Background: an optimization exercise with open tools, aiming at small area and a short achievable clock period. Do not read the settings as production practice.
In this exercise RTL edits were held to simulation tests only and were not proved equivalent to the original.
The flow treats the clock pin as an ideal source. Dropping or thinning the clock tree relies on that and would not hold on a real chip.
Power and IR drop assume default switching activity.

== the baseline ==
==> module vga_out, before the edit <==
module vga_out(clk, rst, run, VGA_R, VGA_G, VGA_B, VGA_HS, VGA_VS, VGA_SYNC, VGA_BLANK, cnt_t, cnt_b);
input clk, rst, run;
input [15:0] cnt_t, cnt_b;
output [7:0] VGA_R, VGA_G, VGA_B;
output VGA_BLANK, VGA_SYNC, VGA_HS, VGA_VS;
reg vr, vg, vb, hs, vs, blank;
assign VGA_R = {8{vr}};
assign VGA_G = {8{vg}};
assign VGA_B = {8{vb}};
assign VGA_HS = hs;
assign VGA_VS = vs;
assign VGA_BLANK = blank;
assign VGA_SYNC = 1'b0;
reg [4:0] pl;
reg [5:0] ph;
reg [9:0] lc;
wire pl_wrap = (pl == 5'd19);
wire pc_wrap = (ph == 6'd52) && (pl == 5'd17);
wire lc_wrap = (lc == 10'd626);
wire [5:0] cpl;
wire [6:0] cph;
wire [10:0] clc;
assign cpl[0] = 1'b1;
assign cph[0] = pl_wrap;
assign clc[0] = pc_wrap;
genvar gi;
generate
	for (gi = 0; gi < 5; gi = gi + 1) begin : g_pl
		assign cpl[gi+1] = cpl[gi] & pl[gi];
	end
	for (gi = 0; gi < 6; gi = gi + 1) begin : g_ph
		assign cph[gi+1] = cph[gi] & ph[gi];
	end
	for (gi = 0; gi < 10; gi = gi + 1) begin : g_lc
		assign clc[gi+1] = clc[gi] & lc[gi];
	end
endgenerate
wire clr_pl = !run || pl_wrap || pc_wrap;
wire clr_ph = !run || pc_wrap;
wire clr_lc = !run || (pc_wrap && lc_wrap);
always @(posedge clk) begin
	pl <= (pl ^ cpl[4:0]) & {5{!clr_pl}};
	ph <= (ph ^ cph[5:0]) & {6{!clr_ph}};
	lc <= (lc ^ clc[9:0]) & {10{!clr_lc}};
end
function ge;
	input [5:0] h;
	input [4:0] l;
	ge = (ph > h) || (ph == h && pl >= l);
endfunction
wire [4:0] cyc = pl;
wire [3:0] j = ph[3:0];
wire redp = ph[5];
wire active = !ph[4] && (j <= 4'd9);
wire c0 = (cyc == 5'd0);
reg [19:0] e;
reg prev, c1, c2, brw, nz, dec, f_red, f_blue;
wire t_c = cnt_t[cyc[3:0]];
wire b_c = cnt_b[cyc[3:0]];
wire brw_in = c0 ? 1'b0 : brw;
wire r_c = t_c ^ b_c ^ brw_in;
wire hi = cyc[4];
wire xv = !hi & (redp ? r_c : b_c);
wire yv = !hi & (redp ? b_c : r_c);
reg aj, cj;
always @(*) begin
	aj = (j == 4'd0) || (j == 4'd4) || (j == 4'd5);
	if (redp)
		cj = (j == 4'd0) || (j == 4'd3) || (j == 4'd5) || (j == 4'd7) || (j == 4'd8) || (j == 4'd9);
	else
		cj = (j == 4'd0) || (j == 4'd3) || (j == 4'd5) || (j == 4'd6);
end
reg lk;
always @(*)
	case (j)
		4'd0: lk = lc[9];
		4'd1: lk = lc[8];
		4'd2: lk = lc[7];
		4'd3: lk = lc[6];
		4'd4: lk = lc[5];
		4'd5: lk = lc[4];
		4'd6: lk = lc[3];
		4'd7: lk = lc[2];
		4'd8: lk = lc[1];
		4'd9: lk = lc[0];
		default: lk = 1'b0;
	endcase
wire ypos = lk & !cj;
wire yneg = !lk & cj;
wire fb = (c0 || j == 4'd0) ? 1'b0 : prev;
wire opa = aj & xv;
wire opb = ypos ? yv : yneg ? !yv : 1'b0;
wire c1_in = c0 ? 1'b0 : c1;
wire c2_in = c0 ? yneg : c2;
wire s1 = fb ^ opa ^ c1_in;
wire e_new = s1 ^ opb ^ c2_in;
wire big = (e_new != e[19]) || (e[19] != e[18]);
wire pass_end = pl_wrap && active;
wire decide = pass_end && !dec && (big || j == 4'd9);
wire flag = !e_new & nz;
always @(posedge clk) begin
	e <= {e_new, e[19:1]};
	prev <= e[0];
	c1 <= (fb & opa) | (fb & c1_in) | (opa & c1_in);
	c2 <= (s1 & opb) | (s1 & c2_in) | (opb & c2_in);
	brw <= (!t_c & b_c) | (!(t_c ^ b_c) & brw_in);
	nz <= (c0 ? 1'b0 : nz) | (!hi & (t_c | b_c));
	if (pass_end && j == 4'd0)
		dec <= 1'b0;   
	else if (decide)
		dec <= 1'b1;
end
always @(posedge clk or negedge rst)
	if (!rst) begin
		f_red <= 1'b0;
		f_blue <= 1'b0;
	end else if (decide) begin
		if (redp) f_red <= flag;
		else f_blue <= flag;
	end
wire px  = ge(6'd12, 5'd11) && !ge(6'd52, 5'd2);
wire py  = ge(6'd12, 5'd11) && !ge(6'd13, 5'd2);
wire pb1 = ge(6'd20, 5'd1) && !ge(6'd25, 5'd2);
wire pb2 = ge(6'd40, 5'd1) && !ge(6'd45, 5'd2);
wire lx  = (lc >= 10'd600) && (lc <= 10'd610);
wire ly  = (lc >= 10'd40) && (lc <= 10'd610);
wire lg  = (lc == 10'd96) || (lc == 10'd97) || (lc == 10'd152) || (lc == 10'd153) ||
           (lc == 10'd208) || (lc == 10'd209) || (lc == 10'd264) || (lc == 10'd265) ||
           (lc == 10'd320) || (lc == 10'd321) || (lc == 10'd376) || (lc == 10'd377) ||
           (lc == 10'd432) || (lc == 10'd433) || (lc == 10'd488) || (lc == 10'd489) ||
           (lc == 10'd544) || (lc == 10'd545);
wire axis = (px && lx) || (py && ly);
wire bar1 = pb1 && ly && f_red;
wire bar2 = pb2 && ly && f_blue;
wire grid = px && lg;
wire col_r = !axis && (bar1 || !(bar2 || grid));
wire col_g = axis || !(bar1 || bar2 || grid);
wire col_b = !axis && !bar1 && (bar2 || !grid);
wire vis = ge(6'd12, 5'd0) && !ge(6'd52, 5'd0);
always @(posedge clk or negedge rst)
	if (!rst) begin
		vr <= 1'b0; vg <= 1'b0; vb <= 1'b0;
		hs <= 1'b0; vs <= 1'b0; blank <= 1'b1;
	end else begin
		vr <= run && vis && col_r;
		vg <= run && vis && col_g;
		vb <= run && vis && col_b;
		hs <= run && ge(6'd4, 5'd0);
		vs <= run && (lc >= 10'd3);
		blank <= !run || !((ge(6'd4, 5'd0) && !ge(6'd12, 5'd0)) || ge(6'd52, 5'd0)) ||
		         ((lc >= 10'd3) && (lc < 10'd24)) || (lc >= 10'd624);
	end
endmodule
clock: 100.0 ns
lec_check: 0
cap_margin: 40
core_margin: 2
core_utilization: 40
slew_margin: 40
standard.sh (not shown) runs the stock make flow with config.mk's settings and CLKGATE_MAP_FILE= SYNTH_SCRIPT=/design/flow/synth_recipe.tcl, a recipe that flattens the netlist after the stock synthesis.
==> flow/flow/run.sh <==
#!/bin/bash
# The standard layout (standard.sh) with three changes:
#  - after the standard synthesis, the combinational logic between the
#    registers is mapped again with an area-oriented ABC script; every
#    register keeps its instance name and cell type (flow/resynth.sh);
#  - ports are buffered with the smallest buffer instead of the delay buffer
#    buffer_ports picks by default;
#  - clock tree synthesis uses smaller clock buffers and no dummy loads.
# Each tool's output goes to a log file of its own in this folder.
set -euo pipefail
KNOBS=(
  "PRE_CTS_TCL=$PWD/flow/clock_tree.tcl"
  "BUFFER_PORTS_ARGS=-buffer_cell sky130_fd_sc_hd__buf_1"
  "CTS_ARGS=-sink_clustering_enable -repair_clock_nets -dont_use_dummy_load -buf_list {sky130_fd_sc_hd__clkbuf_4 sky130_fd_sc_hd__clkbuf_8}"
)
RES=orfs/results/${FLOW_PLATFORM}/voting_machine/base
bash standard.sh "${KNOBS[@]}" "$PWD/$RES/1_2_yosys.v" > synth.log 2>&1
bash flow/resynth.sh "$RES/1_2_yosys.v" > resynth.log 2>&1
bash standard.sh "${KNOBS[@]}" finish > layout.log 2>&1
Other scripts of this flow, unchanged in this note and not shown: flow/flow/clock_tree.tcl, flow/flow/resynth.sh
Here is what was changed in the inputs of the candidate compared with the baseline.
-- flow/design.v --
<<< the baseline, line 131
	else if (decide)
		dec <= 1'b1;
end
always @(posedge clk or negedge rst)
	if (!rst) begin
		f_red <= 1'b0;
		f_blue <= 1'b0;
	end else if (decide) begin
		if (redp) f_red <= flag;
		else f_blue <= flag;
	end
wire px  = ge(6'd12, 5'd11) && !ge(6'd52, 5'd2);
wire py  = ge(6'd12, 5'd11) && !ge(6'd13, 5'd2);
>>> the candidate, line 131
	else if (decide)
		dec <= 1'b1;
	if (decide) begin
		if (redp) f_red <= flag;
		else f_blue <= flag;
	end
end
wire px  = ge(6'd12, 5'd11) && !ge(6'd52, 5'd2);
wire py  = ge(6'd12, 5'd11) && !ge(6'd13, 5'd2);
## What came out
- The candidate finished all stages; the layout is clean.
- Comparing the baseline and the candidate, the higher highest fanout seen on the critical path was measured on the candidate.
- The candidate has fraction of met1 tracks used by global routing below what the baseline had.
- There was hardly any difference in worst hold slack after final layout between the baseline and the candidate.
- The cell area of the candidate was superior to that of the baseline.
- Taking the baseline as the reference, in the candidate die area went down 290 sq um, utilization went down 0.47 points, wire length went down 5.5%, detailed placement HPWL went down 230 um.
No run of this note takes its clock network from TritonCTS; it comes from the design's own scripts or RTL.


== main ==
voting_machine with an RTL version that a note above also has.
Size: roughly 560 cells after synthesis, about 63 I/O pins.
==> module voting_machine, before the edit <==
module voting_machine(clk, reset, vote_r, vote_b, confirmY, confirmN, hex_count0, hex_count1, hex_count2, hex_count3,enable_vga,VGA_R,VGA_G,VGA_B,VGA_HS,VGA_VS,VGA_SYNC,VGA_BLANK);
input clk, reset, vote_r, vote_b, confirmY, confirmN, enable_vga;
output [6:0] hex_count0, hex_count1, hex_count2, hex_count3;
output [7:0] VGA_R, VGA_G, VGA_B;
output VGA_BLANK, VGA_SYNC, VGA_HS, VGA_VS;
localparam [4:0]
	S_DISP   = 5'b10_000,
	S_WAIT   = 5'b01_000,
	S_RP     = 5'b01_001,
	S_RR     = 5'b01_010,
	S_BP     = 5'b01_101,
	S_BR     = 5'b01_110,
	S_CW_R   = 5'b00_000,
	S_CW_B   = 5'b00_001,
	S_YP_R   = 5'b00_010,
	S_YP_B   = 5'b00_011,
	S_YR_R   = 5'b00_100,
	S_YR_B   = 5'b00_101,
	S_NP     = 5'b00_110,
	S_NR     = 5'b00_111;
reg [4:0] state;
reg [15:0] count_t, count_b;
wire [16:0] ct, cb;
assign ct[0] = (state == S_YR_R) || (state == S_YR_B);
assign cb[0] = (state == S_YR_B);
genvar gi;
generate for (gi = 0; gi < 16; gi = gi + 1) begin : g_inc
	assign ct[gi+1] = ct[gi] & count_t[gi];
	assign cb[gi+1] = cb[gi] & count_b[gi];
end endgenerate
wire [15:0] inc_t = ct[15:0];
wire [15:0] inc_b = cb[15:0];
reg [4:0] nstate;
always @(*)
	case (state)
		S_WAIT:  nstate = !vote_b ? S_BP : !vote_r ? S_RP : enable_vga ? S_DISP : S_WAIT;
		S_BP:    nstate = !vote_b ? S_BP : S_BR;
		S_BR:    nstate = S_CW_B;
		S_RP:    nstate = !vote_r ? S_RP : S_RR;
		S_RR:    nstate = S_CW_R;
		S_CW_R:  nstate = !confirmY ? S_YP_R : !confirmN ? S_NP : S_CW_R;
		S_CW_B:  nstate = !confirmY ? S_YP_B : !confirmN ? S_NP : S_CW_B;
		S_YP_R:  nstate = !confirmY ? S_YP_R : S_YR_R;
		S_YP_B:  nstate = !confirmY ? S_YP_B : S_YR_B;
		S_YR_R:  nstate = S_WAIT;
		S_YR_B:  nstate = S_WAIT;
		S_NP:    nstate = !confirmN ? S_NP : S_NR;
		S_NR:    nstate = S_WAIT;
		S_DISP:  nstate = enable_vga ? S_DISP : S_WAIT;
		default: nstate = S_WAIT;
	endcase
always @(posedge clk or negedge reset)
	if (!reset) begin
		state <= S_WAIT;
		count_t <= 16'd0;
		count_b <= 16'd0;
	end else begin
		state <= nstate;
		count_t <= count_t ^ inc_t;
		count_b <= count_b ^ inc_b;
	end
wire disp = state[4];
wire off = state[3];
sevseg u_sevseg(count_t, disp, off, hex_count0, hex_count1, hex_count2, hex_count3);
wire vga_run = disp && enable_vga;
vga_out u_vga(clk, reset, vga_run, VGA_R, VGA_G, VGA_B, VGA_HS, VGA_VS, VGA_SYNC, VGA_BLANK, count_t, count_b);
endmodule
Settings: LEC_CHECK=0, CAP_MARGIN=60, CORE_MARGIN=2, CORE_UTILIZATION=40, SLEW_MARGIN=60; clock period 100.0 ns.
Scripts as last shown in full above: flow/flow/run.sh
Other scripts of this flow, unchanged in this note and not shown: flow/flow/clock_tree.tcl, flow/flow/resynth.sh
Setup changes, main to the feature branch
==> flow/design.v, changed modules only <==
module voting_machine(clk, reset, vote_r, vote_b, confirmY, confirmN, hex_count0, hex_count1, hex_count2, hex_count3,enable_vga,VGA_R,VGA_G,VGA_B,VGA_HS,VGA_VS,VGA_SYNC,VGA_BLANK);
input clk, reset, vote_r, vote_b, confirmY, confirmN, enable_vga;
output [6:0] hex_count0, hex_count1, hex_count2, hex_count3;
output [7:0] VGA_R, VGA_G, VGA_B;
output VGA_BLANK, VGA_SYNC, VGA_HS, VGA_VS;
localparam [3:0]
	S_WAIT   = 4'b0000,
	S_RP     = 4'b0001,
	S_RR     = 4'b0010,
	S_BP     = 4'b0100,
	S_BR     = 4'b0101,
	S_DISP   = 4'b0111,
	S_CW_R   = 4'b1000,
	S_CW_B   = 4'b1001,
	S_YP_R   = 4'b1010,
	S_YP_B   = 4'b1011,
	S_YR_R   = 4'b1100,
	S_YR_B   = 4'b1101,
	S_NP     = 4'b1110,
	S_NR     = 4'b1111;
reg [3:0] state;
reg [15:0] count_t, count_b;
wire [16:0] ct, cb;
assign ct[0] = (state == S_YR_R) || (state == S_YR_B);
assign cb[0] = (state == S_YR_B);
genvar gi;
generate for (gi = 0; gi < 16; gi = gi + 1) begin : g_inc
	assign ct[gi+1] = ct[gi] & count_t[gi];
	assign cb[gi+1] = cb[gi] & count_b[gi];
end endgenerate
wire [15:0] inc_t = ct[15:0];
wire [15:0] inc_b = cb[15:0];
reg [3:0] nstate;
always @(*)
	case (state)
		S_WAIT:  nstate = !vote_b ? S_BP : !vote_r ? S_RP : enable_vga ? S_DISP : S_WAIT;
		S_BP:    nstate = !vote_b ? S_BP : S_BR;
		S_BR:    nstate = S_CW_B;
		S_RP:    nstate = !vote_r ? S_RP : S_RR;
		S_RR:    nstate = S_CW_R;
		S_CW_R:  nstate = !confirmY ? S_YP_R : !confirmN ? S_NP : S_CW_R;
		S_CW_B:  nstate = !confirmY ? S_YP_B : !confirmN ? S_NP : S_CW_B;
		S_YP_R:  nstate = !confirmY ? S_YP_R : S_YR_R;
		S_YP_B:  nstate = !confirmY ? S_YP_B : S_YR_B;
		S_YR_R:  nstate = S_WAIT;
		S_YR_B:  nstate = S_WAIT;
		S_NP:    nstate = !confirmN ? S_NP : S_NR;
		S_NR:    nstate = S_WAIT;
		S_DISP:  nstate = enable_vga ? S_DISP : S_WAIT;
		default: nstate = state;
	endcase
reg disp, off;
always @(posedge clk or negedge reset)
	if (!reset) begin
		state <= S_WAIT;
		disp <= 1'b0;
		off <= 1'b1;
		count_t <= 16'd0;
		count_b <= 16'd0;
	end else begin
		state <= nstate;
		disp <= (nstate == S_DISP);
		off <= !nstate[3] && (nstate != S_DISP);
		count_t <= count_t ^ inc_t;
		count_b <= count_b ^ inc_b;
	end
sevseg u_sevseg(count_t, disp, off, hex_count0, hex_count1, hex_count2, hex_count3);
wire vga_run = disp && enable_vga;
vga_out u_vga(clk, reset, vga_run, VGA_R, VGA_G, VGA_B, VGA_HS, VGA_VS, VGA_SYNC, VGA_BLANK, count_t, count_b);
endmodule
==> comparison <==
| hold slack | main vs the feature branch | ≈ equal |. The feature branch vs. main: combinational share of power has increased, switching part of the total grew by 1.9 points, maximum frequency +1.1%. The feature branch vs. main: share of the final layout cell area in multi-input gates went up by 0.95 points. The feature branch -> main: clock power flat. Diff main -> the feature branch: number of vias after detailed routing went up by 0.31%, global-route wire length before repair picked up an extra 6.0%. Compared the feature branch vs main, and minimum clock period after layout is down in the feature branch. Per the comparison of the feature branch with main, setup slack climbed 0.24 ns, met3 wire length climbed 46 um, area growth from synthesis to layout dropped 0.28 points, gate count of the mapped netlist climbed about 1.2%. End of the critical path: hex_count2[0] -> the feature branch, hex_count2[2] -> main.
In every run of this note, the design's own scripts or RTL, not TritonCTS, make the clock network.

-- what the ideal ports hide --
In the flow no input, the clock included, has a driving cell. The finished layouts below were timed again as built, in two steps. Step 1 (the two cells are an assumption about what drives the block):
set clk [get_ports {clk}]
set_driving_cell -lib_cell sky130_fd_sc_hd__clkbuf_16 $clk
set_driving_cell -lib_cell sky130_fd_sc_hd__buf_2 [delete_from_list [all_inputs] $clk]
Step 2 adds t to the input delays and takes it off the output delays; t is the mean of the earliest and latest rising clock arrival at the registers after step 1. Input paths then give back, and output paths get back, about the clock's delay inside the block. Three values: no drivers, after step 1, after step 2; two values: the first two.
run	t (ns)	setup WS [ns]	hold WS [ns]	worst data-port slew with drivers (ns)
the baseline	0.238	77.781 / 77.696 / 77.935	0.337 / 0.337 / 0.337	0.03
the candidate	0.225	77.795 / 77.714 / 77.939	0.336 / 0.336 / 0.336	0.03
main	0.229	77.765 / 77.684 / 77.913	0.334 / 0.334 / 0.334	0.03
the feature branch	0.236	78.003 / 77.917 / 78.154	0.332 / 0.332 / 0.332	0.04
After both steps every run listed still meets setup and hold.
